Background: an optimization exercise with open tools, aiming at small area. Do not read the settings as production practice. Function was checked by simulation only, so behaviour that the tests miss may differ from the original.

==> flow/design.v <==
module absolute_value (
        input [15:0] x,
        input [15:0] y,
        output [15:0] xh,
        output [15:0] zh
    );
    wire sx = x[15], sy = y[15];
    wire [14:0] ax = x[14:0] ^ {15{sx}};
    wire [14:0] ay = y[14:0] ^ {15{sy}};
    wire fix = (x == 16'h8000) ^ (y == 16'h8000);
    wire s0x_s0 = ax[0] ^ ay[0];
    wire s0x_c0 = ax[0] & ay[0];
    wire s0x_s1 = s0x_s0 ^ sx;
    wire s0x_c1 = s0x_s0 & sx;
    wire s0x_s2 = ax[1] ^ ay[1] ^ s0x_c0;
    wire s0x_c2 = (ax[1] & ay[1]) | (ax[1] & s0x_c0) | (ay[1] & s0x_c0);
    wire s0x_s3 = ax[2] ^ ay[2];
    wire s0x_c3 = ax[2] & ay[2];
    wire s0x_s4 = ax[3] ^ ay[3];
    wire s0x_c4 = ax[3] & ay[3];
    wire s0x_s5 = ax[4] ^ ay[4];
    wire s0x_c5 = ax[4] & ay[4];
    wire s0x_s6 = ax[5] ^ ay[5];
    wire s0x_c6 = ax[5] & ay[5];
    wire s0x_s7 = ax[6] ^ ay[6];
    wire s0x_c7 = ax[6] & ay[6];
    wire s0x_s8 = ax[7] ^ ay[7];
    wire s0x_c8 = ax[7] & ay[7];
    wire s0x_s9 = ax[8] ^ ay[8];
    wire s0x_c9 = ax[8] & ay[8];
    wire s0x_s10 = ax[9] ^ ay[9];
    wire s0x_c10 = ax[9] & ay[9];
    wire s0x_s11 = ax[10] ^ ay[10];
    wire s0x_c11 = ax[10] & ay[10];
    wire s0x_s12 = ax[11] ^ ay[11];
    wire s0x_c12 = ax[11] & ay[11];
    wire s0x_s13 = ax[12] ^ ay[12];
    wire s0x_c13 = ax[12] & ay[12];
    wire s0x_s14 = ax[13] ^ ay[13];
    wire s0x_c14 = ax[13] & ay[13];
    wire s0x_s15 = ax[14] ^ ay[14];
    wire s0x_c15 = ax[14] & ay[14];
    wire [15:0] xra = {s0x_c15, s0x_s15, s0x_s14, s0x_s13, s0x_s12, s0x_s11, s0x_s10, s0x_s9, s0x_s8, s0x_s7, s0x_s6, s0x_s5, s0x_s4, s0x_s3, s0x_s2, s0x_s1};
    wire [15:0] xrb = {1'b0, s0x_c14, s0x_c13, s0x_c12, s0x_c11, s0x_c10, s0x_c9, s0x_c8, s0x_c7, s0x_c6, s0x_c5, s0x_c4, s0x_c3, s0x_c2, s0x_c1, sy};
    wire [15:0] xsum = xra + xrb;
    assign xh = xsum ^ {fix, 15'd0};
    wire s0z_s0 = ay[0] ^ ~ax[0];
    wire s0z_c0 = ay[0] & ~ax[0];
    wire s0z_s1 = s0z_s0 ^ sy;
    wire s0z_c1 = s0z_s0 & sy;
    wire s0z_s2 = ay[1] ^ ~ax[1] ^ s0z_c0;
    wire s0z_c2 = (ay[1] & ~ax[1]) | (ay[1] & s0z_c0) | (~ax[1] & s0z_c0);
    wire s0z_s3 = ay[2] ^ ~ax[2];
    wire s0z_c3 = ay[2] & ~ax[2];
    wire s0z_s4 = ay[3] ^ ~ax[3];
    wire s0z_c4 = ay[3] & ~ax[3];
    wire s0z_s5 = ay[4] ^ ~ax[4];
    wire s0z_c5 = ay[4] & ~ax[4];
    wire s0z_s6 = ay[5] ^ ~ax[5];
    wire s0z_c6 = ay[5] & ~ax[5];
    wire s0z_s7 = ay[6] ^ ~ax[6];
    wire s0z_c7 = ay[6] & ~ax[6];
    wire s0z_s8 = ay[7] ^ ~ax[7];
    wire s0z_c8 = ay[7] & ~ax[7];
    wire s0z_s9 = ay[8] ^ ~ax[8];
    wire s0z_c9 = ay[8] & ~ax[8];
    wire s0z_s10 = ay[9] ^ ~ax[9];
    wire s0z_c10 = ay[9] & ~ax[9];
    wire s0z_s11 = ay[10] ^ ~ax[10];
    wire s0z_c11 = ay[10] & ~ax[10];
    wire s0z_s12 = ay[11] ^ ~ax[11];
    wire s0z_c12 = ay[11] & ~ax[11];
    wire s0z_s13 = ay[12] ^ ~ax[12];
    wire s0z_c13 = ay[12] & ~ax[12];
    wire s0z_s14 = ay[13] ^ ~ax[13];
    wire s0z_c14 = ay[13] & ~ax[13];
    wire s0z_s15 = ay[14] ^ ~ax[14];
    wire s0z_c15 = ay[14] & ~ax[14];
    wire [15:0] zra = {1'b1, s0z_s15, s0z_s14, s0z_s13, s0z_s12, s0z_s11, s0z_s10, s0z_s9, s0z_s8, s0z_s7, s0z_s6, s0z_s5, s0z_s4, s0z_s3, s0z_s2, s0z_s1};
    wire [15:0] zrb = {s0z_c15, s0z_c14, s0z_c13, s0z_c12, s0z_c11, s0z_c10, s0z_c9, s0z_c8, s0z_c7, s0z_c6, s0z_c5, s0z_c4, s0z_c3, s0z_c2, s0z_c1, ~sx};
    wire [15:0] zsum = zra + zrb;
    assign zh = zsum ^ {fix, 15'd0};
endmodule
module vec_block #(
        parameter K = 1
    ) (
        input clk,
        input [21:0] x_in,
        input [21:0] z_in,
        input dprev,
        output d,
        output reg [21:0] x_out,
        output reg [21:0] z_out
    );
    function [21:0] radd(input [21:0] a, input [21:0] b, input cin);
        integer i;
        reg c;
        begin
            c = cin;
            for (i = 0; i < 22; i = i + 1) begin
                radd[i] = a[i] ^ b[i] ^ c;
                c = (a[i] & b[i]) | (c & (a[i] ^ b[i]));
            end
        end
    endfunction
    assign d = z_in[21] ^ dprev;
    wire [21:0] v   = z_in ^ {22{z_in[21]}};
    wire [21:0] xsh = {{K{x_in[21]}}, x_in[21:K]};
    always @(posedge clk) begin
        x_out <= radd(x_in, v >> K, d);
        z_out <= radd(v, ~xsh, 1'b1);
    end
endmodule
module vec_scaling (
        input [21:0] x,
        output [15:0] y
    );
    wire sc_s0 = x[1] ^ x[4] ^ x[5];
    wire sc_c0 = (x[1] & x[4]) | (x[1] & x[5]) | (x[4] & x[5]);
    wire sc_s1 = x[7] ^ x[8];
    wire sc_c1 = x[7] & x[8];
    wire sc_s2 = x[2] ^ x[5] ^ x[6];
    wire sc_c2 = (x[2] & x[5]) | (x[2] & x[6]) | (x[5] & x[6]);
    wire sc_s3 = x[8] ^ x[9] ^ x[11];
    wire sc_c3 = (x[8] & x[9]) | (x[8] & x[11]) | (x[9] & x[11]);
    wire sc_s4 = x[12] ^ x[13];
    wire sc_c4 = x[12] & x[13];
    wire sc_s5 = x[3] ^ x[6] ^ x[7];
    wire sc_c5 = (x[3] & x[6]) | (x[3] & x[7]) | (x[6] & x[7]);
    wire sc_s6 = x[9] ^ x[10] ^ x[12];
    wire sc_c6 = (x[9] & x[10]) | (x[9] & x[12]) | (x[10] & x[12]);
    wire sc_s7 = x[13] ^ x[14] ^ x[16];
    wire sc_c7 = (x[13] & x[14]) | (x[13] & x[16]) | (x[14] & x[16]);
    wire sc_s8 = x[4] ^ x[7] ^ x[8];
    wire sc_c8 = (x[4] & x[7]) | (x[4] & x[8]) | (x[7] & x[8]);
    wire sc_s9 = x[10] ^ x[11] ^ x[13];
    wire sc_c9 = (x[10] & x[11]) | (x[10] & x[13]) | (x[11] & x[13]);
    wire sc_s10 = x[14] ^ x[15] ^ x[17];
    wire sc_c10 = (x[14] & x[15]) | (x[14] & x[17]) | (x[15] & x[17]);
    wire sc_s11 = x[5] ^ x[8] ^ x[9];
    wire sc_c11 = (x[5] & x[8]) | (x[5] & x[9]) | (x[8] & x[9]);
    wire sc_s12 = x[11] ^ x[12] ^ x[14];
    wire sc_c12 = (x[11] & x[12]) | (x[11] & x[14]) | (x[12] & x[14]);
    wire sc_s13 = x[15] ^ x[16] ^ x[18];
    wire sc_c13 = (x[15] & x[16]) | (x[15] & x[18]) | (x[16] & x[18]);
    wire sc_s14 = x[6] ^ x[9] ^ x[10];
    wire sc_c14 = (x[6] & x[9]) | (x[6] & x[10]) | (x[9] & x[10]);
    wire sc_s15 = x[12] ^ x[13] ^ x[15];
    wire sc_c15 = (x[12] & x[13]) | (x[12] & x[15]) | (x[13] & x[15]);
    wire sc_s16 = x[16] ^ x[17] ^ x[19];
    wire sc_c16 = (x[16] & x[17]) | (x[16] & x[19]) | (x[17] & x[19]);
    wire sc_s17 = x[7] ^ x[10] ^ x[11];
    wire sc_c17 = (x[7] & x[10]) | (x[7] & x[11]) | (x[10] & x[11]);
    wire sc_s18 = x[13] ^ x[14] ^ x[16];
    wire sc_c18 = (x[13] & x[14]) | (x[13] & x[16]) | (x[14] & x[16]);
    wire sc_s19 = x[17] ^ x[18] ^ x[20];
    wire sc_c19 = (x[17] & x[18]) | (x[17] & x[20]) | (x[18] & x[20]);
    wire sc_s20 = x[8] ^ x[11] ^ x[12];
    wire sc_c20 = (x[8] & x[11]) | (x[8] & x[12]) | (x[11] & x[12]);
    wire sc_s21 = x[14] ^ x[15] ^ x[17];
    wire sc_c21 = (x[14] & x[15]) | (x[14] & x[17]) | (x[15] & x[17]);
    wire sc_s22 = x[18] ^ x[19] ^ x[21];
    wire sc_c22 = (x[18] & x[19]) | (x[18] & x[21]) | (x[19] & x[21]);
    wire sc_s23 = x[9] ^ x[12] ^ x[13];
    wire sc_c23 = (x[9] & x[12]) | (x[9] & x[13]) | (x[12] & x[13]);
    wire sc_s24 = x[15] ^ x[16] ^ x[18];
    wire sc_c24 = (x[15] & x[16]) | (x[15] & x[18]) | (x[16] & x[18]);
    wire sc_s25 = x[19] ^ x[20] ^ x[21];
    wire sc_c25 = (x[19] & x[20]) | (x[19] & x[21]) | (x[20] & x[21]);
    wire sc_s26 = x[10] ^ x[13] ^ x[14];
    wire sc_c26 = (x[10] & x[13]) | (x[10] & x[14]) | (x[13] & x[14]);
    wire sc_s27 = x[16] ^ x[17] ^ x[19];
    wire sc_c27 = (x[16] & x[17]) | (x[16] & x[19]) | (x[17] & x[19]);
    wire sc_s28 = x[20] ^ x[21] ^ x[21];
    wire sc_c28 = (x[20] & x[21]) | (x[20] & x[21]) | (x[21] & x[21]);
    wire sc_s29 = x[11] ^ x[14] ^ x[15];
    wire sc_c29 = (x[11] & x[14]) | (x[11] & x[15]) | (x[14] & x[15]);
    wire sc_s30 = x[17] ^ x[18] ^ x[20];
    wire sc_c30 = (x[17] & x[18]) | (x[17] & x[20]) | (x[18] & x[20]);
    wire sc_s31 = x[12] ^ x[15] ^ x[16];
    wire sc_c31 = (x[12] & x[15]) | (x[12] & x[16]) | (x[15] & x[16]);
    wire sc_s32 = sc_s0 ^ sc_s1 ^ x[10];
    wire sc_c32 = (sc_s0 & sc_s1) | (sc_s0 & x[10]) | (sc_s1 & x[10]);
    wire sc_s33 = sc_s2 ^ sc_s3 ^ sc_s4;
    wire sc_c33 = (sc_s2 & sc_s3) | (sc_s2 & sc_s4) | (sc_s3 & sc_s4);
    wire sc_s34 = x[15] ^ sc_c0;
    wire sc_c34 = x[15] & sc_c0;
    wire sc_s35 = sc_s5 ^ sc_s6 ^ sc_s7;
    wire sc_c35 = (sc_s5 & sc_s6) | (sc_s5 & sc_s7) | (sc_s6 & sc_s7);
    wire sc_s36 = sc_c2 ^ sc_c3 ^ sc_c4;
    wire sc_c36 = (sc_c2 & sc_c3) | (sc_c2 & sc_c4) | (sc_c3 & sc_c4);
    wire sc_s37 = sc_s8 ^ sc_s9 ^ sc_s10;
    wire sc_c37 = (sc_s8 & sc_s9) | (sc_s8 & sc_s10) | (sc_s9 & sc_s10);
    wire sc_s38 = sc_c5 ^ sc_c6 ^ sc_c7;
    wire sc_c38 = (sc_c5 & sc_c6) | (sc_c5 & sc_c7) | (sc_c6 & sc_c7);
    wire sc_s39 = sc_s11 ^ sc_s12 ^ sc_s13;
    wire sc_c39 = (sc_s11 & sc_s12) | (sc_s11 & sc_s13) | (sc_s12 & sc_s13);
    wire sc_s40 = sc_c8 ^ sc_c9 ^ sc_c10;
    wire sc_c40 = (sc_c8 & sc_c9) | (sc_c8 & sc_c10) | (sc_c9 & sc_c10);
    wire sc_s41 = sc_s14 ^ sc_s15 ^ sc_s16;
    wire sc_c41 = (sc_s14 & sc_s15) | (sc_s14 & sc_s16) | (sc_s15 & sc_s16);
    wire sc_s42 = sc_c11 ^ sc_c12 ^ sc_c13;
    wire sc_c42 = (sc_c11 & sc_c12) | (sc_c11 & sc_c13) | (sc_c12 & sc_c13);
    wire sc_s43 = sc_s17 ^ sc_s18 ^ sc_s19;
    wire sc_c43 = (sc_s17 & sc_s18) | (sc_s17 & sc_s19) | (sc_s18 & sc_s19);
    wire sc_s44 = sc_c14 ^ sc_c15 ^ sc_c16;
    wire sc_c44 = (sc_c14 & sc_c15) | (sc_c14 & sc_c16) | (sc_c15 & sc_c16);
    wire sc_s45 = sc_s20 ^ sc_s21 ^ sc_s22;
    wire sc_c45 = (sc_s20 & sc_s21) | (sc_s20 & sc_s22) | (sc_s21 & sc_s22);
    wire sc_s46 = sc_c17 ^ sc_c18 ^ sc_c19;
    wire sc_c46 = (sc_c17 & sc_c18) | (sc_c17 & sc_c19) | (sc_c18 & sc_c19);
    wire sc_s47 = sc_s23 ^ sc_s24 ^ sc_s25;
    wire sc_c47 = (sc_s23 & sc_s24) | (sc_s23 & sc_s25) | (sc_s24 & sc_s25);
    wire sc_s48 = sc_c20 ^ sc_c21 ^ sc_c22;
    wire sc_c48 = (sc_c20 & sc_c21) | (sc_c20 & sc_c22) | (sc_c21 & sc_c22);
    wire sc_s49 = sc_s26 ^ sc_s27 ^ sc_s28;
    wire sc_c49 = (sc_s26 & sc_s27) | (sc_s26 & sc_s28) | (sc_s27 & sc_s28);
    wire sc_s50 = sc_c23 ^ sc_c24 ^ sc_c25;
    wire sc_c50 = (sc_c23 & sc_c24) | (sc_c23 & sc_c25) | (sc_c24 & sc_c25);
    wire sc_s51 = sc_s29 ^ sc_s30 ^ x[21];
    wire sc_c51 = (sc_s29 & sc_s30) | (sc_s29 & x[21]) | (sc_s30 & x[21]);
    wire sc_s52 = sc_c26 ^ sc_c27 ^ sc_c28;
    wire sc_c52 = (sc_c26 & sc_c27) | (sc_c26 & sc_c28) | (sc_c27 & sc_c28);
    wire sc_s53 = sc_s31 ^ x[18] ^ x[19];
    wire sc_c53 = (sc_s31 & x[18]) | (sc_s31 & x[19]) | (x[18] & x[19]);
    wire sc_s54 = x[21] ^ sc_c29 ^ sc_c30;
    wire sc_c54 = (x[21] & sc_c29) | (x[21] & sc_c30) | (sc_c29 & sc_c30);
    wire sc_s55 = x[13] ^ x[16] ^ x[17];
    wire sc_c55 = (x[13] & x[16]) | (x[13] & x[17]) | (x[16] & x[17]);
    wire sc_s56 = x[19] ^ x[20] ^ sc_c31;
    wire sc_c56 = (x[19] & x[20]) | (x[19] & sc_c31) | (x[20] & sc_c31);
    wire sc_s57 = x[14] ^ x[17] ^ x[18];
    wire sc_c57 = (x[14] & x[17]) | (x[14] & x[18]) | (x[17] & x[18]);
    wire sc_s58 = x[20] ^ x[21] ^ x[21];
    wire sc_c58 = (x[20] & x[21]) | (x[20] & x[21]) | (x[21] & x[21]);
    wire sc_s59 = x[15] ^ x[18] ^ x[19];
    wire sc_c59 = (x[15] & x[18]) | (x[15] & x[19]) | (x[18] & x[19]);
    wire sc_s60 = sc_s32 ^ x[11];
    wire sc_c60 = sc_s32 & x[11];
    wire sc_s61 = sc_s33 ^ sc_s34 ^ sc_c1;
    wire sc_c61 = (sc_s33 & sc_s34) | (sc_s33 & sc_c1) | (sc_s34 & sc_c1);
    wire sc_s62 = sc_s35 ^ sc_s36 ^ sc_c33;
    wire sc_c62 = (sc_s35 & sc_s36) | (sc_s35 & sc_c33) | (sc_s36 & sc_c33);
    wire sc_s63 = sc_s37 ^ sc_s38 ^ sc_c35;
    wire sc_c63 = (sc_s37 & sc_s38) | (sc_s37 & sc_c35) | (sc_s38 & sc_c35);
    wire sc_s64 = sc_s39 ^ sc_s40 ^ sc_c37;
    wire sc_c64 = (sc_s39 & sc_s40) | (sc_s39 & sc_c37) | (sc_s40 & sc_c37);
    wire sc_s65 = sc_s41 ^ sc_s42 ^ sc_c39;
    wire sc_c65 = (sc_s41 & sc_s42) | (sc_s41 & sc_c39) | (sc_s42 & sc_c39);
    wire sc_s66 = sc_s43 ^ sc_s44 ^ sc_c41;
    wire sc_c66 = (sc_s43 & sc_s44) | (sc_s43 & sc_c41) | (sc_s44 & sc_c41);
    wire sc_s67 = sc_s45 ^ sc_s46 ^ sc_c43;
    wire sc_c67 = (sc_s45 & sc_s46) | (sc_s45 & sc_c43) | (sc_s46 & sc_c43);
    wire sc_s68 = sc_s47 ^ sc_s48 ^ sc_c45;
    wire sc_c68 = (sc_s47 & sc_s48) | (sc_s47 & sc_c45) | (sc_s48 & sc_c45);
    wire sc_s69 = sc_s49 ^ sc_s50 ^ sc_c47;
    wire sc_c69 = (sc_s49 & sc_s50) | (sc_s49 & sc_c47) | (sc_s50 & sc_c47);
    wire sc_s70 = sc_s51 ^ sc_s52 ^ sc_c49;
    wire sc_c70 = (sc_s51 & sc_s52) | (sc_s51 & sc_c49) | (sc_s52 & sc_c49);
    wire sc_s71 = sc_s53 ^ sc_s54 ^ sc_c51;
    wire sc_c71 = (sc_s53 & sc_s54) | (sc_s53 & sc_c51) | (sc_s54 & sc_c51);
    wire sc_s72 = sc_s55 ^ sc_s56 ^ sc_c53;
    wire sc_c72 = (sc_s55 & sc_s56) | (sc_s55 & sc_c53) | (sc_s56 & sc_c53);
    wire sc_s73 = sc_s57 ^ sc_s58 ^ sc_c55;
    wire sc_c73 = (sc_s57 & sc_s58) | (sc_s57 & sc_c55) | (sc_s58 & sc_c55);
    wire sc_s74 = sc_s59 ^ x[21] ^ sc_c57;
    wire sc_c74 = (sc_s59 & x[21]) | (sc_s59 & sc_c57) | (x[21] & sc_c57);
    wire sc_s75 = x[16] ^ x[19] ^ x[20];
    wire sc_c75 = (x[16] & x[19]) | (x[16] & x[20]) | (x[19] & x[20]);
    wire sc_s76 = x[17] ^ x[20] ^ x[21];
    wire sc_c76 = (x[17] & x[20]) | (x[17] & x[21]) | (x[20] & x[21]);
    wire sc_s77 = sc_s60 ^ x[12];
    wire sc_c77 = sc_s60 & x[12];
    wire sc_s78 = sc_s61 ^ sc_c32 ^ sc_c60;
    wire sc_c78 = (sc_s61 & sc_c32) | (sc_s61 & sc_c60) | (sc_c32 & sc_c60);
    wire sc_s79 = sc_s62 ^ sc_c34 ^ sc_c61;
    wire sc_c79 = (sc_s62 & sc_c34) | (sc_s62 & sc_c61) | (sc_c34 & sc_c61);
    wire sc_s80 = sc_s63 ^ sc_c36 ^ sc_c62;
    wire sc_c80 = (sc_s63 & sc_c36) | (sc_s63 & sc_c62) | (sc_c36 & sc_c62);
    wire sc_s81 = sc_s64 ^ sc_c38 ^ sc_c63;
    wire sc_c81 = (sc_s64 & sc_c38) | (sc_s64 & sc_c63) | (sc_c38 & sc_c63);
    wire sc_s82 = sc_s65 ^ sc_c40 ^ sc_c64;
    wire sc_c82 = (sc_s65 & sc_c40) | (sc_s65 & sc_c64) | (sc_c40 & sc_c64);
    wire sc_s83 = sc_s66 ^ sc_c42 ^ sc_c65;
    wire sc_c83 = (sc_s66 & sc_c42) | (sc_s66 & sc_c65) | (sc_c42 & sc_c65);
    wire sc_s84 = sc_s67 ^ sc_c44 ^ sc_c66;
    wire sc_c84 = (sc_s67 & sc_c44) | (sc_s67 & sc_c66) | (sc_c44 & sc_c66);
    wire sc_s85 = sc_s68 ^ sc_c46 ^ sc_c67;
    wire sc_c85 = (sc_s68 & sc_c46) | (sc_s68 & sc_c67) | (sc_c46 & sc_c67);
    wire sc_s86 = sc_s69 ^ sc_c48 ^ sc_c68;
    wire sc_c86 = (sc_s69 & sc_c48) | (sc_s69 & sc_c68) | (sc_c48 & sc_c68);
    wire sc_s87 = sc_s70 ^ sc_c50 ^ sc_c69;
    wire sc_c87 = (sc_s70 & sc_c50) | (sc_s70 & sc_c69) | (sc_c50 & sc_c69);
    wire sc_s88 = sc_s71 ^ sc_c52 ^ sc_c70;
    wire sc_c88 = (sc_s71 & sc_c52) | (sc_s71 & sc_c70) | (sc_c52 & sc_c70);
    wire sc_s89 = sc_s72 ^ sc_c54 ^ sc_c71;
    wire sc_c89 = (sc_s72 & sc_c54) | (sc_s72 & sc_c71) | (sc_c54 & sc_c71);
    wire sc_s90 = sc_s73 ^ sc_c56 ^ sc_c72;
    wire sc_c90 = (sc_s73 & sc_c56) | (sc_s73 & sc_c72) | (sc_c56 & sc_c72);
    wire sc_s91 = sc_s74 ^ sc_c58 ^ sc_c73;
    wire sc_c91 = (sc_s74 & sc_c58) | (sc_s74 & sc_c73) | (sc_c58 & sc_c73);
    wire sc_s92 = sc_s75 ^ sc_c59 ^ sc_c74;
    wire sc_c92 = (sc_s75 & sc_c59) | (sc_s75 & sc_c74) | (sc_c59 & sc_c74);
    wire sc_s93 = sc_s76 ^ x[21] ^ sc_c75;
    wire sc_c93 = (sc_s76 & x[21]) | (sc_s76 & sc_c75) | (x[21] & sc_c75);
    wire sc_s94 = x[18] ^ x[21] ^ sc_c76;
    wire sc_c94 = (x[18] & x[21]) | (x[18] & sc_c76) | (x[21] & sc_c76);
    wire [21:0] ra = {1'b0, x[21], x[20], x[19], sc_s94, sc_s93, sc_s92, sc_s91, sc_s90, sc_s89, sc_s88, sc_s87, sc_s86, sc_s85, sc_s84, sc_s83, sc_s82, sc_s81, sc_s80, sc_s79, sc_s78, sc_s77};
    wire [21:0] rb = {1'b0, x[21], x[21], sc_c94, sc_c93, sc_c92, sc_c91, sc_c90, sc_c89, sc_c88, sc_c87, sc_c86, sc_c85, sc_c84, sc_c83, sc_c82, sc_c81, sc_c80, sc_c79, sc_c78, sc_c77, x[14]};
    wire [21:0] sum = ra + rb;
    assign y = sum[21:6];
endmodule
module vec_angle_calc (
        input clk,
        input nreset,
        input [15:0] ei,           
        input qvld,                
        input [1:0] quad_in,
        input [15:1] dir,          
        output reg [15:0] angle_out
    );
    genvar k;
    reg [1:0] qr [0:15];
    always @(posedge clk or negedge nreset)
        if (~nreset) qr[0] <= 2'b00;
        else if (qvld) qr[0] <= quad_in;
    generate
        for (k = 1; k <= 15; k = k + 1) begin : g_qr
            always @(posedge clk or negedge nreset)
                if (~nreset) qr[k] <= 2'b00;
                else if (ei[k-1]) qr[k] <= qr[k-1];
        end
    endgenerate
    reg [1:0] w0;
    always @(posedge clk or negedge nreset)
        if (~nreset) w0 <= 2'b01;
        else if (ei[0]) w0 <= {1'b1, qr[0][1] ^ qr[0][0]};
    wire [15:0] wq [0:13];
    assign wq[0] = {14'd0, w0};
    generate
        for (k = 1; k <= 13; k = k + 1) begin : g_w
            reg [k+1:0] w;
            always @(posedge clk or negedge nreset)
                if (~nreset) w <= 1;
                else if (ei[k]) w <= {wq[k-1][k:0], dir[k] ^ qr[k][1] ^ qr[k][0]};
            assign wq[k] = w;
        end
    endgenerate
    reg [14:0] w14;
    always @(posedge clk or negedge nreset)
        if (~nreset) w14 <= 15'd1;
        else if (ei[14]) w14 <= wq[13][14:0];
    wire [15:0] phi;
    vec_angle_decode dec (.w(w14), .phi(phi));
    wire [1:0] qf = qr[15];
    always @(posedge clk or negedge nreset)
        if (~nreset) angle_out <= 16'd0;
        else if (ei[15]) angle_out <= {(qf == 2'b00) ? phi[15] : qf[1], phi[14:0]};
endmodule
module vec_angle_decode (
        input [14:0] w,
        output [15:0] phi
    );
    wire [13:0] p, e, f;
    assign p[0] = w[14];
    assign f[0] = w[14];
    assign e[0] = p[0] & w[13];
    assign p[1] = p[0] | w[13];
    assign f[1] = ~p[0] & w[13];
    assign e[1] = p[1] & w[12];
    assign p[2] = p[1] | w[12];
    assign f[2] = ~p[1] & w[12];
    assign e[2] = p[2] & w[11];
    assign p[3] = p[2] | w[11];
    assign f[3] = ~p[2] & w[11];
    assign e[3] = p[3] & w[10];
    assign p[4] = p[3] | w[10];
    assign f[4] = ~p[3] & w[10];
    assign e[4] = p[4] & w[9];
    assign p[5] = p[4] | w[9];
    assign f[5] = ~p[4] & w[9];
    assign e[5] = p[5] & w[8];
    assign p[6] = p[5] | w[8];
    assign f[6] = ~p[5] & w[8];
    assign e[6] = p[6] & w[7];
    assign p[7] = p[6] | w[7];
    assign f[7] = ~p[6] & w[7];
    assign e[7] = p[7] & w[6];
    assign p[8] = p[7] | w[6];
    assign f[8] = ~p[7] & w[6];
    assign e[8] = p[8] & w[5];
    assign p[9] = p[8] | w[5];
    assign f[9] = ~p[8] & w[5];
    assign e[9] = p[9] & w[4];
    assign p[10] = p[9] | w[4];
    assign f[10] = ~p[9] & w[4];
    assign e[10] = p[10] & w[3];
    assign p[11] = p[10] | w[3];
    assign f[11] = ~p[10] & w[3];
    assign e[11] = p[11] & w[2];
    assign p[12] = p[11] | w[2];
    assign f[12] = ~p[11] & w[2];
    assign e[12] = p[12] & w[1];
    assign p[13] = p[12] | w[1];
    assign f[13] = ~p[12] & w[1];
    assign e[13] = p[13] & w[0];
    wire cb0 = f[0] | f[1] | f[2] | f[4] | f[6] | f[7] | f[12] | f[13];
    wire cb1 = f[3] | f[5] | f[7] | f[8] | f[9] | f[10] | f[12];
    wire cb2 = f[2] | f[5] | f[7] | f[8] | f[9];
    wire cb3 = f[2] | f[7] | f[8] | f[11];
    wire cb4 = f[2] | f[4] | f[7] | f[10];
    wire cb5 = f[3] | f[9];
    wire cb6 = f[6] | f[8];
    wire cb7 = f[5] | f[7];
    wire cb8 = f[0] | f[1] | f[4] | f[6];
    wire cb9 = f[0] | f[1] | f[3] | f[5];
    wire cb10 = f[0] | f[1] | f[2] | f[4];
    wire cb11 = f[3];
    wire cb12 = f[2];
    wire cb13 = f[1];
    wire cb14 = f[0];
    wire dc_s0 = cb1 ^ ~e[2] ^ ~e[3];
    wire dc_c0 = (cb1 & ~e[2]) | (cb1 & ~e[3]) | (~e[2] & ~e[3]);
    wire dc_s1 = ~e[4] ^ ~e[5];
    wire dc_c1 = ~e[4] & ~e[5];
    wire dc_s2 = cb2 ^ ~e[2] ^ ~e[4];
    wire dc_c2 = (cb2 & ~e[2]) | (cb2 & ~e[4]) | (~e[2] & ~e[4]);
    wire dc_s3 = ~e[6] ^ ~e[10];
    wire dc_c3 = ~e[6] & ~e[10];
    wire dc_s4 = cb3 ^ ~e[1] ^ ~e[5];
    wire dc_c4 = (cb3 & ~e[1]) | (cb3 & ~e[5]) | (~e[1] & ~e[5]);
    wire dc_s5 = cb4 ^ ~e[2];
    wire dc_c5 = cb4 & ~e[2];
    wire dc_s6 = cb5 ^ ~e[2];
    wire dc_c6 = cb5 & ~e[2];
    wire dc_s7 = cb6 ^ ~e[1];
    wire dc_c7 = cb6 & ~e[1];
    wire dc_s8 = cb7 ^ ~e[1];
    wire dc_c8 = cb7 & ~e[1];
    wire dc_s9 = cb8 ^ ~e[1];
    wire dc_c9 = cb8 & ~e[1];
    wire dc_s10 = dc_s0 ^ dc_s1 ^ ~e[7];
    wire dc_c10 = (dc_s0 & dc_s1) | (dc_s0 & ~e[7]) | (dc_s1 & ~e[7]);
    wire dc_s11 = dc_s2 ^ dc_s3 ^ ~e[12];
    wire dc_c11 = (dc_s2 & dc_s3) | (dc_s2 & ~e[12]) | (dc_s3 & ~e[12]);
    wire dc_s12 = 1'b1 ^ dc_c0;
    wire dc_c12 = 1'b1 & dc_c0;
    wire dc_s13 = dc_s4 ^ ~e[9] ^ ~e[11];
    wire dc_c13 = (dc_s4 & ~e[9]) | (dc_s4 & ~e[11]) | (~e[9] & ~e[11]);
    wire dc_s14 = 1'b1 ^ dc_c2 ^ dc_c3;
    wire dc_c14 = (1'b1 & dc_c2) | (1'b1 & dc_c3) | (dc_c2 & dc_c3);
    wire dc_s15 = dc_s5 ^ ~e[4] ^ ~e[8];
    wire dc_c15 = (dc_s5 & ~e[4]) | (dc_s5 & ~e[8]) | (~e[4] & ~e[8]);
    wire dc_s16 = ~e[10] ^ 1'b1 ^ dc_c4;
    wire dc_c16 = (~e[10] & 1'b1) | (~e[10] & dc_c4) | (1'b1 & dc_c4);
    wire dc_s17 = dc_s6 ^ ~e[3] ^ ~e[7];
    wire dc_c17 = (dc_s6 & ~e[3]) | (dc_s6 & ~e[7]) | (~e[3] & ~e[7]);
    wire dc_s18 = ~e[9] ^ 1'b1 ^ dc_c5;
    wire dc_c18 = (~e[9] & 1'b1) | (~e[9] & dc_c5) | (1'b1 & dc_c5);
    wire dc_s19 = dc_s7 ^ ~e[2] ^ ~e[6];
    wire dc_c19 = (dc_s7 & ~e[2]) | (dc_s7 & ~e[6]) | (~e[2] & ~e[6]);
    wire dc_s20 = ~e[8] ^ 1'b1 ^ dc_c6;
    wire dc_c20 = (~e[8] & 1'b1) | (~e[8] & dc_c6) | (1'b1 & dc_c6);
    wire dc_s21 = dc_s8 ^ ~e[2] ^ ~e[5];
    wire dc_c21 = (dc_s8 & ~e[2]) | (dc_s8 & ~e[5]) | (~e[2] & ~e[5]);
    wire dc_s22 = ~e[7] ^ 1'b1 ^ dc_c7;
    wire dc_c22 = (~e[7] & 1'b1) | (~e[7] & dc_c7) | (1'b1 & dc_c7);
    wire dc_s23 = dc_s9 ^ ~e[2] ^ ~e[4];
    wire dc_c23 = (dc_s9 & ~e[2]) | (dc_s9 & ~e[4]) | (~e[2] & ~e[4]);
    wire dc_s24 = ~e[6] ^ 1'b1 ^ dc_c8;
    wire dc_c24 = (~e[6] & 1'b1) | (~e[6] & dc_c8) | (1'b1 & dc_c8);
    wire dc_s25 = cb9 ^ ~e[2] ^ ~e[3];
    wire dc_c25 = (cb9 & ~e[2]) | (cb9 & ~e[3]) | (~e[2] & ~e[3]);
    wire dc_s26 = ~e[5] ^ dc_c9;
    wire dc_c26 = ~e[5] & dc_c9;
    wire dc_s27 = cb10 ^ ~e[1];
    wire dc_c27 = cb10 & ~e[1];
    wire dc_s28 = dc_s10 ^ ~e[11];
    wire dc_c28 = dc_s10 & ~e[11];
    wire dc_s29 = dc_s11 ^ dc_s12 ^ dc_c1;
    wire dc_c29 = (dc_s11 & dc_s12) | (dc_s11 & dc_c1) | (dc_s12 & dc_c1);
    wire dc_s30 = dc_s13 ^ dc_s14 ^ dc_c11;
    wire dc_c30 = (dc_s13 & dc_s14) | (dc_s13 & dc_c11) | (dc_s14 & dc_c11);
    wire dc_s31 = dc_s15 ^ dc_s16 ^ dc_c13;
    wire dc_c31 = (dc_s15 & dc_s16) | (dc_s15 & dc_c13) | (dc_s16 & dc_c13);
    wire dc_s32 = dc_s17 ^ dc_s18 ^ dc_c15;
    wire dc_c32 = (dc_s17 & dc_s18) | (dc_s17 & dc_c15) | (dc_s18 & dc_c15);
    wire dc_s33 = dc_s19 ^ dc_s20 ^ dc_c17;
    wire dc_c33 = (dc_s19 & dc_s20) | (dc_s19 & dc_c17) | (dc_s20 & dc_c17);
    wire dc_s34 = dc_s21 ^ dc_s22 ^ dc_c19;
    wire dc_c34 = (dc_s21 & dc_s22) | (dc_s21 & dc_c19) | (dc_s22 & dc_c19);
    wire dc_s35 = dc_s23 ^ dc_s24 ^ dc_c21;
    wire dc_c35 = (dc_s23 & dc_s24) | (dc_s23 & dc_c21) | (dc_s24 & dc_c21);
    wire dc_s36 = dc_s25 ^ dc_s26 ^ dc_c23;
    wire dc_c36 = (dc_s25 & dc_s26) | (dc_s25 & dc_c23) | (dc_s26 & dc_c23);
    wire dc_s37 = dc_s27 ^ ~e[4] ^ dc_c25;
    wire dc_c37 = (dc_s27 & ~e[4]) | (dc_s27 & dc_c25) | (~e[4] & dc_c25);
    wire dc_s38 = cb11 ^ ~e[3];
    wire dc_c38 = cb11 & ~e[3];
    wire dc_s39 = cb12 ^ ~e[2];
    wire dc_c39 = cb12 & ~e[2];
    wire dc_s40 = cb13 ^ ~e[1];
    wire dc_c40 = cb13 & ~e[1];
    wire dc_s41 = cb14 ^ ~e[0];
    wire dc_c41 = cb14 & ~e[0];
    wire dc_s42 = dc_s28 ^ ~e[13];
    wire dc_c42 = dc_s28 & ~e[13];
    wire dc_s43 = dc_s29 ^ dc_c10 ^ dc_c28;
    wire dc_c43 = (dc_s29 & dc_c10) | (dc_s29 & dc_c28) | (dc_c10 & dc_c28);
    wire dc_s44 = dc_s30 ^ dc_c12 ^ dc_c29;
    wire dc_c44 = (dc_s30 & dc_c12) | (dc_s30 & dc_c29) | (dc_c12 & dc_c29);
    wire dc_s45 = dc_s31 ^ dc_c14 ^ dc_c30;
    wire dc_c45 = (dc_s31 & dc_c14) | (dc_s31 & dc_c30) | (dc_c14 & dc_c30);
    wire dc_s46 = dc_s32 ^ dc_c16 ^ dc_c31;
    wire dc_c46 = (dc_s32 & dc_c16) | (dc_s32 & dc_c31) | (dc_c16 & dc_c31);
    wire dc_s47 = dc_s33 ^ dc_c18 ^ dc_c32;
    wire dc_c47 = (dc_s33 & dc_c18) | (dc_s33 & dc_c32) | (dc_c18 & dc_c32);
    wire dc_s48 = dc_s34 ^ dc_c20 ^ dc_c33;
    wire dc_c48 = (dc_s34 & dc_c20) | (dc_s34 & dc_c33) | (dc_c20 & dc_c33);
    wire dc_s49 = dc_s35 ^ dc_c22 ^ dc_c34;
    wire dc_c49 = (dc_s35 & dc_c22) | (dc_s35 & dc_c34) | (dc_c22 & dc_c34);
    wire dc_s50 = dc_s36 ^ dc_c24 ^ dc_c35;
    wire dc_c50 = (dc_s36 & dc_c24) | (dc_s36 & dc_c35) | (dc_c24 & dc_c35);
    wire dc_s51 = dc_s37 ^ dc_c26 ^ dc_c36;
    wire dc_c51 = (dc_s37 & dc_c26) | (dc_s37 & dc_c36) | (dc_c26 & dc_c36);
    wire dc_s52 = dc_s38 ^ dc_c27 ^ dc_c37;
    wire dc_c52 = (dc_s38 & dc_c27) | (dc_s38 & dc_c37) | (dc_c27 & dc_c37);
    wire dc_s53 = dc_s39 ^ 1'b1 ^ dc_c38;
    wire dc_c53 = (dc_s39 & 1'b1) | (dc_s39 & dc_c38) | (1'b1 & dc_c38);
    wire dc_s54 = dc_s40 ^ 1'b1 ^ dc_c39;
    wire dc_c54 = (dc_s40 & 1'b1) | (dc_s40 & dc_c39) | (1'b1 & dc_c39);
    wire dc_s55 = dc_s41 ^ 1'b1 ^ dc_c40;
    wire dc_c55 = (dc_s41 & 1'b1) | (dc_s41 & dc_c40) | (1'b1 & dc_c40);
    wire [15:0] ra = {dc_c41, dc_s55, dc_s54, dc_s53, dc_s52, dc_s51, dc_s50, dc_s49, dc_s48, dc_s47, dc_s46, dc_s45, dc_s44, dc_s43, dc_s42, cb0};
    wire [15:0] rb = {dc_c55, dc_c54, dc_c53, dc_c52, dc_c51, dc_c50, dc_c49, dc_c48, dc_c47, dc_c46, dc_c45, dc_c44, dc_c43, dc_c42, 1'b1, 1'b0};
    assign phi = ra + rb;
endmodule
module CORDIC_Vectoring_top1 #(
        parameter DATA_WIDTH = 16,
        parameter CORDIC_WIDTH = 22,
        parameter CORDIC_STAGES = 16,
        parameter ANGLE_WIDTH = 16
    ) (
        input clk,
        input nreset,
        input vec_en,
        input signed [DATA_WIDTH-1:0] x_vec_in,
        input signed [DATA_WIDTH-1:0] y_vec_in,
        input angle_calc_enable_in,
        output signed [DATA_WIDTH-1:0] x_vec_out,
        output output_valid_o,
        output [CORDIC_STAGES-1:0] micro_angle_o,
        output [1:0] quad_out,
        output vec_microRot_out_start,
        output signed [ANGLE_WIDTH-1:0] angle_out
    );
    function [21:0] radd(input [21:0] a, input [21:0] b, input cin);
        integer i;
        reg c;
        begin
            c = cin;
            for (i = 0; i < 22; i = i + 1) begin
                radd[i] = a[i] ^ b[i] ^ c;
                c = (a[i] & b[i]) | (c & (a[i] ^ b[i]));
            end
        end
    endfunction
    reg [17:1] vld;
    always @(posedge clk or negedge nreset)
        if (~nreset) vld <= 17'd0;
        else         vld <= {vld[16:1], vec_en};
    assign vec_microRot_out_start = vld[1];
    assign output_valid_o = vld[17];
    reg [1:0] quad;
    wire [1:0] quad_in = {y_vec_in[15], x_vec_in[15]};
    always @(posedge clk or negedge nreset)
        if (~nreset)     quad <= 2'b00;
        else if (vec_en) quad <= quad_in;
    assign quad_out = vec_en ? quad_in : quad;
    wire [15:0] x1n, z1n;
    absolute_value stage0 (.x(x_vec_in), .y(y_vec_in), .xh(x1n), .zh(z1n));
    reg [15:0] x1h, z1h;
    always @(posedge clk) begin
        x1h <= x1n;
        z1h <= z1n;
    end
    reg  [15:1] mr;                  
    wire [15:0] dprev = {mr, 1'b0};  
    wire [21:0] xs [1:15];
    wire [21:0] zs [1:15];
    wire [15:1] d;
    assign xs[1] = {x1h, 6'd0};
    assign zs[1] = {z1h, 6'd0};
    genvar k;
    generate
        for (k = 1; k <= 14; k = k + 1) begin : g_stage
            vec_block #(.K(k)) stage (
                .clk(clk), .x_in(xs[k]), .z_in(zs[k]), .dprev(dprev[k-1]),
                .d(d[k]), .x_out(xs[k+1]), .z_out(zs[k+1]));
        end
    endgenerate
    wire [21:0] v15 = zs[15] ^ {22{zs[15][21]}};
    assign d[15] = zs[15][21] ^ mr[14];
    reg [21:0] x16;
    always @(posedge clk)
        x16 <= radd(xs[15], v15 >> 15, d[15]);
    always @(posedge clk or negedge nreset)
        if (~nreset) mr <= 15'd0;
        else begin : upd_mr
            integer i;
            for (i = 1; i <= 15; i = i + 1)
                if (vld[i]) mr[i] <= d[i];
        end
    assign micro_angle_o = {mr, 1'b0};
    wire [15:0] xsc;
    vec_scaling scale (.x(x16), .y(xsc));
    reg [15:0] xo;
    always @(posedge clk or negedge nreset)
        if (~nreset)      xo <= 16'd0;
        else if (vld[16]) xo <= xsc;
    assign x_vec_out = xo;
    wire ace = angle_calc_enable_in;
    vec_angle_calc angle (
        .clk(clk), .nreset(nreset), .ei(ace ? vld[16:1] : 16'd0), .qvld(ace & vec_en),
        .quad_in(quad_in), .dir(mr), .angle_out(angle_out));
endmodule
==> flow/run.sh <==
#!/bin/bash
# synth_recipe.tcl (not shown) runs the flow's synth.tcl, then flattens the netlist and writes it again
# the make line also repeats each setting of config.mk as NAME=value (left out here)
make -C /OpenROAD-flow-scripts/flow DESIGN_CONFIG=/design/flow/config.mk WORK_HOME=/design/flow/orfs CLKGATE_MAP_FILE= SYNTH_SCRIPT=/design/flow/synth_recipe.tcl finish
==> flow/config.mk <==
export PLATFORM = sky130hd
export DESIGN_NAME = CORDIC_Vectoring_top1
export DESIGN_NICKNAME = CORDIC_Vectoring_top1
export VERILOG_FILES = /design/flow/design.v
export SDC_FILE = /design/flow/constraint.sdc
export NUM_CORES = 4
export LEC_CHECK = 0
export ABC_AREA = 1
export CAP_MARGIN = 20
export CORE_MARGIN = 2
export CORE_UTILIZATION = 40
export CTS_BUF_LIST = sky130_fd_sc_hd__clkbuf_8
export CTS_CLUSTER_DIAMETER = 50
export CTS_CLUSTER_SIZE = 18
export PLACE_DENSITY = 0.6
export SLEW_MARGIN = 20
==> flow/constraint.sdc <==
create_clock -name core_clock -period 10.0 [get_ports {clk}]
set_input_delay 2.0000 -clock core_clock [delete_from_list [all_inputs] [get_ports {clk}]]
set_output_delay 2.0000 -clock core_clock [all_outputs]
set_load 0.01 [all_outputs]
==> results of run 1 <==
Yosys cell counts (6+ instances only):
cell      number
dfrtp_1      217
xnor2_1      242
nand2_1      310
nor2_1        67
dfstp_2       15
o221ai_1       8
nand4_1        6
o21ai_0      152
nand3_1       27
xor2_1       182
ha_1         275
fa_1         559
nor3_1         7
a21oi_1       84
inv_2         10
clkbuf_1      51
dfxtp_1      642
mux2_2        13
buf_4         14
nor2_4         9
inv_1       1028
nor4_1        10
o21bai_1      15
buf_1         14
worst max-delay path: cells and delay by family (launching register included):
kind / cells / cell delay (ns)
DFF: 1 / 0.34
xor gates and xnor gates: 2 / 0.29
adders and majority gates: 21 / 8.87
buffers and inverters: 1 / 0.05
final timing paths:
path / to / slack [ns] / from
worst max-delay path: g_stage[8].stage.z_out[21] / 0.30 / g_stage[7].stage.z_out[21]
worst min-delay path: vld[14] / 0.41 / vld[13]
worst max register to register: g_stage[8].stage.z_out[21] / 0.30 / g_stage[7].stage.z_out[21]
worst min register to register: vld[14] / 0.41 / vld[13]
max in group asynchronous: angle.g_w[8].w[3] / 7.41 / nreset
min in group asynchronous: angle.angle_out[4] / 1.25 / nreset
metal layers:
metal  up-vias  part of all wire, %  GRT usage (%)
met5         -                    0              0
li1      11949                    -              -
met4         0                  2.3           3.51
met3       110                  3.4           2.59
met1     11487                   43           15.9
met2       216                   51           24.5
kinds of logic (layout without fill, tap and decap cells):
| family | Yosys count | after routing |
|---|---|---|
| buf+inv | 1122 | 1325 |
| flops | 874 | 874 |
| fa+ha+maj | 834 | 834 |
| simple gates | 445 | 445 |
| xor+xnor | 424 | 424 |
| compound gates | 287 | 287 |
| mux | 13 | 13 |
| other cells | 1 | 2 |
layout make-up:
| cell class | instances | area (um2) |
|---|---|---|
| multi-input cells | 2004 | 21900 |
| clock buffers | 96 | 1320 |
| inverters | 1043 | 3920 |
| repair buffers | 111 | 1100 |
| fillers | 10407 | 61300 |
| well taps | 1488 | 1860 |
| flip-flops and latches | 874 | 18700 |
| clock inverters | 75 | 907 |
| diodes | 1 | 2.50 |
registers in the layout (all words and copies together) (netlist names):
signal               flops
angle.qr                32
xo                      16
x16                     21
x1h                     16
vld                     17
g_stage.stage.x_out    302
angle.angle_out         16
mr                      15
angle.w14               15
g_stage.stage.z_out    287
angle.g_w.w            117
z1h                     16
angle.w0                 2
quad                     2
repair_timing:
action,4_1_cts,5_1_grt
buffers inserted,0,0
endpoints found under the hold margin,0,0
cloned,0,1
gates resized for setup,3,10
endpoints found under the setup margin,2,7
cell usage in the layout (no fill, tap or decap), types with 96 or more instances in the layout:
cell,synthesis,layout
ha_1,275,275
nand2_1,310,310
dfxtp_1,642,638
xnor2_1,242,242
inv_1,1028,1029
clkbuf_8,0,96
dfrtp_1,217,217
fa_1,559,551
o21ai_0,152,152
xor2_1,182,182
==> impl_metrics.py, run 1 <==
metrics = {
    "synthesis": {
        "yosys.area.top_type_share_pct": 28.7,
        "synth_mux_area_share_pct": 0.326,
        "synth_simple_gate_area_share_pct": 4.11,
        "synth_area_per_cell_um2": 11.2,
        "synth_area_leaders": "dfxtp_1, fa_1, dfrtp_1",
        "synthAdderAreaFrac_pct": 32.6,
        "synth_compound_area_share_pct": 3.50,
        "yosysTopAreaCell": "dfxtp_1",
        "syn-cell-area_um2": 44800,
        "ys.flop_type": "dfxtp_1",
        "ys_ff_latch": 874,
        "ys_seq_area_share_pct": 41.6,
        "synthArstFlopShare_pct": 26.5,
        "synth_nets": 4870,
        "synth_cells": 4000,
        "synth_top_family_by_area": "adder cells",
        "synth_cell_types": 42,
        "yosysWarnings": 17,
        "synth_edf_count": 0,
        "synth_xor_area_share_pct": 8.28,
    },
    "final_layout": {
        "final_nets": 4995,
        "finalNonFillerCells": 5692,
        "drive_above_1_share_pct": 6.38,
        "fin_util_pct": 44.8,
        "syn_to_final_growth_pct": 10.9,
        "final_area_um2": 49700,
    },
    "worst_setup_path": {
        "slowest_stage": "fa_1",
        "worstPathRequired_ns": 10.60,
        "crit_fanout": 2,
        "crit_top_cell": "fa_1",
        "cp-start-kind": "flip-flop",
        "r2r_cells": 24,
        "cp_slowest_stage_delay_ns": 0.47,
        "critPathCaptureType": "flip-flop",
        "worstSetupPathType": "reg -> reg",
        "path_cells": "xnor2_1 > ha_1 > inv_1 > fa_1 > fa_1 > fa_1 > fa_1 > fa_1 > fa_2 > fa_2 > fa_2 > fa_1 > fa_1 > fa_1 > fa_2 > fa_2 > fa_1 > fa_1 > fa_1 > fa_2 > fa_1 > fa_1 > fa_1 > xnor2_1",
        "cp_data_arrival_time_ns": 10.30,
    },
    "global_route": {
        "grt_overflow": 0,
        "grt.total_usage_pct": 13.4,
        "grt_pass1_wl_mm": 126,
        "grt_pass1_vias": 26092,
        "antenna_found_initial": 2,
        "grt_max_degree": 87,
    },
    "clocking": {
        "clock_path_buffers": 3,
        "cts.clk_slew.worst_paths_ns": 0.11,
        "h-tree-depth": 3,
        "cts_tree": "done",
        "cts_buffers": 91,
        "root_buffer": "clkbuf_8",
        "cts.sinks": 874,
        "clk_latency_ns": 0.73,
        "ctsHoldBuffers": 0,
    },
    "timing": {
        "tns_ns": 0,
        "fin_worst_skew_ns": 0.0402,
        "rsz0062_at_grt": "no",
        "timing.final.ws_setup_ns": 0.304,
        "slew_violations": 0,
        "period_share_pct": 97.0,
        "setup_viol": 0,
        "worst_pin_slew_ns": 0.971,
        "period_needed_ns": 9.70,
        "holdWs_ns": 0.413,
        "slew_headroom_pct": 35.1,
        "hold_viol": 0,
        "clock.fmax_mhz": 103,
    },
    "detailed_routing": {
        "routed_wl_mm": 72.3,
        "num_vias": 23762,
        "via_per_inst": 4.17,
        "ant_nets": 0,
        "dr.pass1.iters": 5,
        "drc_errors": 0,
        "drtIter0Drc": 781,
        "wl_per_cell_um": 12.7,
    },
    "run_status": {
        "status": "no timing/DRC/antenna violations",
    },
    "floorplan": {
        "start_util_pct": 40.4,
        "core_um2": 111000,
        "fp.dieW_um": 339,
        "io_pins": 88,
        "dieArea_um2": 115000,
        "fp-row-count": 122,
        "fp.dieH_um": 339,
    },
    "place": {
        "dp_hpwl_mm": 59.1,
        "port_buffers": 86,
        "dp.cells": 5518,
        "gp_congestion": 0.828,
        "place_area_um2": 47400,
        "place_ws_ns": -0.0735,
    },
    "hold_path": {
        "min_path_cells": 0,
        "worstHoldPathType": "reg -> reg",
    },
    "job": {
        "drv_cap": 0,
    },
}
==> inputs of run 2 (changes only) <==
--- a/flow/config.mk
+++ b/flow/config.mk
@@ -6,11 +6,7 @@
 export NUM_CORES = 4
 export LEC_CHECK = 0
-export ABC_AREA = 1
 export CAP_MARGIN = 20
 export CORE_MARGIN = 2
 export CORE_UTILIZATION = 40
-export CTS_BUF_LIST = sky130_fd_sc_hd__clkbuf_8
-export CTS_CLUSTER_DIAMETER = 50
-export CTS_CLUSTER_SIZE = 18
 export PLACE_DENSITY = 0.6
 export SLEW_MARGIN = 20
==> run 2 against run 1 <==
Compared with the run above: still clean on timing, DRC and antenna; via count down 3.5%; clock skew fell by 0.019 ns; setup slack improved by 0.049 ns; critical path depth fell by 1; core utilization increased by 0.62 points; die area grew 0.42%; non-clock buffer count fell by 2; critical path type unchanged; largest cell class unchanged.
==> impl_metrics.py, run 2 <==
metrics = {
    "hold_path": {
        "worstHoldStart": "vld[13]",
        "worstHoldPathType": "reg -> reg",
        "min_path_cells": 0,
        "min_to": "vld[14]",
    },
    "synthesis": {
        "ys_ff_latch": 874,
        "ys_top_cells_by_count": "inv_1, dfxtp_1, fa_1",
        "synth_cells": 3690,
        "synth_cell_types": 72,
        "ys.flop_type": "dfxtp_1",
        "yosysWarnings": 17,
        "synth_nets": 4560,
        "synth_area_leaders": "dfxtp_1, fa_1, dfrtp_1",
        "yosysMostFrequentCell": "inv_1",
        "syn-cell-area_um2": 45000,
        "yosysTopAreaCell": "dfxtp_1",
        "synthArstFlopShare_pct": 26.5,
        "synth_edf_count": 0,
        "ys_seq_area_share_pct": 41.5,
        "synth_area_per_cell_um2": 12.2,
        "yosys.area.top_type_share_pct": 28.5,
    },
    "final_layout": {
        "nFillCells": 10456,
        "drive_above_1_share_pct": 10.1,
        "antenna_cells": 0,
        "regMostFlops": "g_stage.stage.x_out",
        "reg_top3": "g_stage.stage.x_out (302), g_stage.stage.z_out (287), angle.g_w.w (117)",
        "syn_to_final_growth_pct": 13.0,
        "final_common_cell": "inv_1",
        "largest_reg_flops": 302,
        "layout_common_cells": "inv_1, dfxtp_1, fa_1",
        "final_nets": 4691,
        "fin_util_pct": 45.4,
        "final_area_um2": 50900,
    },
    "detailed_routing": {
        "ant_nets": 0,
        "via_per_inst": 4.25,
        "routed_wl_mm": 73.2,
        "drc_errors": 0,
        "wl_per_cell_um": 13.6,
        "dr.pass1.iters": 5,
        "num_vias": 22920,
        "drtIter0Drc": 791,
    },
    "global_route": {
        "grt.total_usage_pct": 13.5,
        "grt_max_degree": 110,
        "grt_overflow": 0,
        "grt_pass1_vias": 25709,
        "antenna_found_initial": 0,
        "grt_pass1_wl_mm": 127,
    },
    "timing": {
        "hold_viol": 0,
        "tns_ns": 0,
        "holdWs_ns": 0.409,
        "clock.fmax_mhz": 104,
        "period_needed_ns": 9.65,
        "slew_violations": 0,
        "fin_worst_skew_ns": 0.0213,
        "setup_viol": 0,
        "slew_headroom_pct": 34.5,
        "worst_pin_slew_ns": 0.972,
        "period_share_pct": 96.5,
        "rsz0062_at_grt": "no",
    },
    "job": {
        "drv_cap": 0,
    },
    "clocking": {
        "cts_tree": "done",
        "cts.clk_slew.worst_paths_ns": 0.06,
        "clk_latency_ns": 0.65,
        "root_buffer": "clkbuf_16",
        "cts_setup_buffers": 0,
        "cts.sinks": 874,
        "clock_path_buffers": 3,
        "h-tree-depth": 3,
        "cts_buffers": 95,
    },
    "place": {
        "gp_congestion": 0.827,
        "dp_hpwl_mm": 59.7,
        "place_area_um2": 47600,
        "port_buffers": 86,
    },
    "worst_setup_path": {
        "cp-start-kind": "flip-flop",
        "r2r_cells": 23,
        "critPathCaptureType": "flip-flop",
        "worstPathRequired_ns": 10.52,
        "crit_fanout": 8,
        "path_cells": "buf_4 > xor2_1 > fa_1 > fa_1 > fa_1 > fa_1 > fa_1 > fa_1 > fa_1 > fa_2 > fa_1 > fa_1 > fa_1 > fa_1 > fa_1 > fa_1 > fa_1 > fa_1 > fa_1 > fa_1 > fa_2 > fa_1 > xnor2_2",
        "worstSetupPathType": "reg -> reg",
        "cp_data_arrival_time_ns": 10.17,
        "crit_top_cell": "fa_1",
        "rr_endpoint": "g_stage[11].stage.z_out[21]",
        "cp_slowest_stage_delay_ns": 0.45,
        "slowest_stage": "fa_1",
        "r2r-start": "g_stage[10].stage.z_out[21]",
        "reg2reg_slack_ns": 0.35,
    },
    "floorplan": {
        "fp.dieH_um": 340,
        "io_pins": 88,
        "dieArea_um2": 115000,
        "fp-row-count": 123,
        "fp.dieW_um": 340,
        "core_um2": 112000,
        "start_util_pct": 40.2,
    },
    "run_status": {
        "status": "no timing/DRC/antenna violations",
    },
}
==> run 2: changes by cell type after synthesis, moves of 30 or more <==
| cell | before | now |
|---|---|---|
| nand2_1 | 310 | 75 |
| mux2_2 | 13 | 169 |
| a21oi_1 | 84 | 54 |
| o21ai_0 | 152 | 40 |
| xor2_1 | 182 | 348 |
| xnor2_1 | 242 | 86 |
| inv_1 | 1028 | 893 |
==> run 2: what timing repair did <==
action                                  in CTS  in global routing
endpoints found under the setup margin       1                  6
endpoints found under the hold margin        0                  0
gates resized for setup                      2                 12
hold buffers                                 0                  0
==> run 2: how the worst max path moves through the flow <==
stage                                     start                           to  slack (ns)  cells after the start
floorplan            g_stage[7].stage.z_out[21]   g_stage[8].stage.z_out[21]        0.03                     26
finish              g_stage[10].stage.z_out[21]  g_stage[11].stage.z_out[21]        0.35                     23
global route         g_stage[2].stage.z_out[21]   g_stage[3].stage.z_out[21]       0.002                     25
detailed placement   g_stage[7].stage.z_out[21]   g_stage[8].stage.z_out[21]       -0.05                     24
CTS                  g_stage[7].stage.z_out[21]   g_stage[8].stage.z_out[21]        0.06                     24
global placement     g_stage[7].stage.z_out[21]   g_stage[8].stage.z_out[21]        0.01                     24
==> run 2: layout make-up <==
cell class | count | area [um2] | share of cell area, %
Sequential cell | 874 | 18700 | 36.7
Clock buffer | 141 | 2800 | 5.51
Multi-Input combinational cell | 1847 | 22700 | 44.6
Inverter | 894 | 3360 | 6.59
Clock inverter | 31 | 432 | 0.848
Timing Repair Buffer | 109 | 1040 | 2.05
Tap cell | 1500 | 1880 | 3.69
==> run 2: metrics by stage <==
| stage | cells | setup slack, ns |
|---|---|---|
| after floorplan | 3690 | 0.0303 |
| after global placement | 5224 | 0.0143 |
| after detailed placement | 5224 | -0.0452 |
| after CTS | 5396 | 0.0564 |
| after global routing | 5396 | 0.00228 |
| final | 5396 | 0.353 |
==> run 2: cell families after synthesis <==
kind of cell	after synthesis	share of synthesized area, %
buf+inv	969	8.20
flops	874	41.5
fa+ha+maj	834	32.5
xor+xnor	434	8.44
simple gates	223	2.43
compound gates	186	2.74
mux	169	4.23
other cells	1	0.00833
==> run 2: worst max-delay path: cells and delay by family (launching register included) <==
family	cells	cell delay [ns]
xor gates and xnor gates	2	0.34
adders and majority gates	20	8.65
buffers and inverters	1	0.18
DFF	1	0.33
==> run 2: routing by layer <==
layer	track usage, %	part of all wire (%)	vias up	wire [um]
li1	-	-	11322	-
met1	16.1	42	11195	30900
met2	24.6	52	279	37800
met3	2.58	3.8	124	2770
met4	3.91	2.4	0	1770
met5	0	0	-	0

==> port drivers added, routing unchanged <==
How much do the figures lean on ideal ports? The routed layouts below were timed once more, with nothing changed but the port constraints. Step 1 assumes that a clkbuf_16 drives the clock port and a buf_2 every other input. Step 2 also shifts input and output timing later by t, the mid clock arrival at the registers, as if the neighbouring blocks saw the same clock. Slacks: ideal / step 1 / step 2; pairs: ideal / step 1.
run | shift t [ns] | slack for setup (ns) | worst setup path at the end
run 1 | 0.780 | 0.304 / 0.304 / 0.304 | register to register
run 2 | 0.706 | 0.353 / 0.353 / 0.353 | register to register
After both steps every run listed still meets setup and hold.
